Context: an optimization exercise on an open-source flow, tuned for small area, a short achievable clock period and few clock cycles per item. The choices shown serve that exercise and are no tape-out recipe. Only simulation tests tie the RTL to the original design; equivalence was not proved.

// bitcoin_hash
module bitcoin_hash(input logic clk, reset_n, start,
	input logic [15:0] message_addr, output_addr,
	output logic done, mem_we,
	output logic [15:0] mem_addr,
	output logic [31:0] mem_write_data,
	input logic [31:0] mem_read_data);
	function automatic logic [31:0] k(input logic [5:0] i);
		case (i)
			6'd0: k = 32'h428a2f98;
			6'd1: k = 32'h71374491;
			6'd2: k = 32'hb5c0fbcf;
			6'd3: k = 32'he9b5dba5;
			6'd4: k = 32'h3956c25b;
			6'd5: k = 32'h59f111f1;
			6'd6: k = 32'h923f82a4;
			6'd7: k = 32'hab1c5ed5;
			6'd8: k = 32'hd807aa98;
			6'd9: k = 32'h12835b01;
			6'd10: k = 32'h243185be;
			6'd11: k = 32'h550c7dc3;
			6'd12: k = 32'h72be5d74;
			6'd13: k = 32'h80deb1fe;
			6'd14: k = 32'h9bdc06a7;
			6'd15: k = 32'hc19bf174;
			6'd16: k = 32'he49b69c1;
			6'd17: k = 32'hefbe4786;
			6'd18: k = 32'h0fc19dc6;
			6'd19: k = 32'h240ca1cc;
			6'd20: k = 32'h2de92c6f;
			6'd21: k = 32'h4a7484aa;
			6'd22: k = 32'h5cb0a9dc;
  ...
For scale: ~6600 cells after synthesis, ~120 I/O pins.
export LEC_CHECK = 0
export ABC_AREA = 1
export CAP_MARGIN = 20
export CORE_MARGIN = 2
export CORE_UTILIZATION = 40
export CTS_BUF_LIST = sky130_fd_sc_hd__clkbuf_4 sky130_fd_sc_hd__clkbuf_16
export CTS_CLUSTER_DIAMETER = 60
export CTS_CLUSTER_SIZE = 25
export SETUP_SLACK_MARGIN = 5
export SLEW_MARGIN = 20
export TNS_END_PERCENT = 3
create_clock -name core_clock -period 9.0 [get_ports {clk}]
run.sh (not shown) runs the stock make flow with config.mk's settings and CLKGATE_MAP_FILE= SYNTH_SCRIPT=/design/flow/synth_recipe.tcl, a recipe that flattens the netlist after the stock synthesis.
The starting point produced a clean layout.
Testbench counts at the start, summed over its fixed seeds: cycles 51,792, jobs 24.
Then changed:
--- a/flow/config.mk
+++ b/flow/config.mk
@@ -12 +11,0 @@
-export CTS_BUF_LIST = sky130_fd_sc_hd__clkbuf_4 sky130_fd_sc_hd__clkbuf_16
Effect: Critical path depth does not change. Hold slack stays flat. Synthesized area is unchanged. Utilization grows by 0.17 points. Cell area grows slightly. Clock-buffer cell count grows by 2. Sequential share of layout area shrinks by 0.14 points. Routed wire length hardly moves.
Then changed:
--- a/flow/config.mk
+++ b/flow/config.mk
@@ -13,0 +14 @@
+export GPL_ROUTABILITY_DRIVEN = 0
@@ -16 +17 @@
-export TNS_END_PERCENT = 3
+export TNS_END_PERCENT = 10
Design area is about the same.
Hold slack barely changes.
Worst setup slack gets worse by 0.038 ns.
Cell count stays flat.
Utilization hardly moves.
Via count increases by about 1.5%.
Count of clock-buffer cells in the layout decreases by 9.
Then changed:
--- a/flow/config.mk
+++ b/flow/config.mk
@@ -14 +13,0 @@
-export GPL_ROUTABILITY_DRIVEN = 0
@@ -17 +16 @@
-export TNS_END_PERCENT = 10
+export TNS_END_PERCENT = 1
What happened:
- worst hold slack hardly moves
- synthesized area does not change
- final cell count barely changes
- sequential share of layout area stays flat
- synthesized cell count is unchanged
- die area does not change
Then changed:
--- a/flow/config.mk
+++ b/flow/config.mk
@@ -16 +16 @@
-export TNS_END_PERCENT = 1
+export TNS_END_PERCENT = 10
- The new run finished clean
- final area came out higher by 0.84%
- final cell count stays flat
- routed wire length rose by 0.68%
- via count is higher by 0.66%
- setup slack is worse by 0.0043 ns
- clock skew stays flat
- sequential cell count does not change
- maximum frequency stays flat

---

alpha:
bitcoin_hash, a different RTL version from the one above (not shown whole).
For scale: about 6700 cells after synthesis, ~1200 flip-flops, about 120 I/O pins.
clock: 9.0 ns
lec_check: 0
abc_area: 1
cap_margin: 20
core_margin: 2
core_utilization: 40
setup_slack_margin: 5
slew_margin: 20
alpha finished every stage and its layout cleared the timing, design-rule and antenna checks.
Testbench counts of alpha, summed over its fixed seeds: cycles 51,792, jobs 24.
Inputs modified between alpha and beta:
-- flow/config.mk --
<<< alpha, line 11
export CORE_UTILIZATION = 40
>>> beta, line 11
export CORE_UTILIZATION = 50
export PLACE_DENSITY = 0.8
<<< alpha, line 14
>>> beta, line 15
export TNS_END_PERCENT = 10
Notes after the runs:
beta: worst-path maximum fanout 1 below alpha
After detailed routing, alpha needs more wire than beta.
Run comparison: alpha timing startpoint of the critical path a[28]; beta timing startpoint of the critical path a[30]
alpha and beta ended up with roughly the same complex-gate fraction of the synthesized area.
From alpha to beta the numbers moved as follows: last weighted congestion value of the routability-driven placer went down, clock buffer count in the final layout went down, clock period minus worst slack went up.
Here is what was changed in the inputs of gamma compared with beta.
-- flow/config.mk --
<<< beta, line 8
export ABC_AREA = 1
>>> gamma, line 8
<<< beta, line 11
export CORE_UTILIZATION = 50
export PLACE_DENSITY = 0.8
>>> gamma, line 10
export CORE_UTILIZATION = 40
<<< beta, line 15
export TNS_END_PERCENT = 10
>>> gamma, line 13
From beta to gamma the numbers moved as follows: met2 track demand over resource saw a decrease, via count saw a decrease.
## Diff of input files: delta against gamma
-- flow/config.mk --
<<< gamma, line 11
>>> delta, line 11
export CTS_BUF_LIST = sky130_fd_sc_hd__clkbuf_8
export CTS_CLUSTER_SIZE = 30
--- outcome ---
delta ends up with a routed wire length that is 0.98% higher than in gamma.
delta ends up with a number of antenna diodes that is 4 lower than in gamma.
Diff gamma -> delta: initial antenna violation count now larger, footprint of the multi-input gates ~0 delta.
Looking at time the final worst path needs with I/O delays and setup across delta and gamma, the one that comes out higher is delta.

==> afterwards: timing with drivers on the ports <==
Ports are ideal in the flow. The routed layouts listed here were re-timed in OpenROAD. Step 1 (the two cells are an assumption about what drives the block):
set clk [get_ports {clk}]
set_driving_cell -lib_cell sky130_fd_sc_hd__clkbuf_16 $clk
set_driving_cell -lib_cell sky130_fd_sc_hd__buf_2 [delete_from_list [all_inputs] $clk]
Step 2 moves the port delays by t, midway between the first and last clock arrival at a register: inputs arrive t later, outputs are due t later. That takes back most of the time a late clock gives input paths. a / b / c = no drivers / after step 1 / after step 2; a / b = the first two.
| run | t, ns | slack for setup (ns) | worst setup path at the end | worst slew at a driven data input, ns |
|---|---|---|---|---|
| the first run of note 1 | 0.824 | 4.824 / 4.824 / 4.516 | input to register | 0.15 |
| the second run of note 1 | 0.823 | 4.908 / 4.908 / 4.516 | input to register | 0.14 |
| the third run of note 1 | 0.825 | 4.870 / 4.870 / 4.488 | input to register | 0.11 |
| the fourth run of note 1 | 0.824 | 4.884 / 4.884 / 4.505 | input to register | 0.17 |
| the fifth run of note 1 | 0.824 | 4.880 / 4.880 / 4.513 | input to register | 0.15 |
| alpha | 0.856 | 4.875 / 4.875 / 4.249 | input to register | 0.11 |
| beta | 0.815 | 4.662 / 4.662 / 4.561 | input to register | 0.09 |
| gamma | 0.821 | 4.367 / 4.367 / 4.367 | register to register | 0.06 |
| delta | 0.987 | 4.339 / 4.339 / 4.339 | register to register | 0.07 |
After both steps setup and hold are still met in every run listed. For alpha, which loses most, drivers alone change the setup slack by 0.000 ns; drivers and shift together by -0.626 ns.
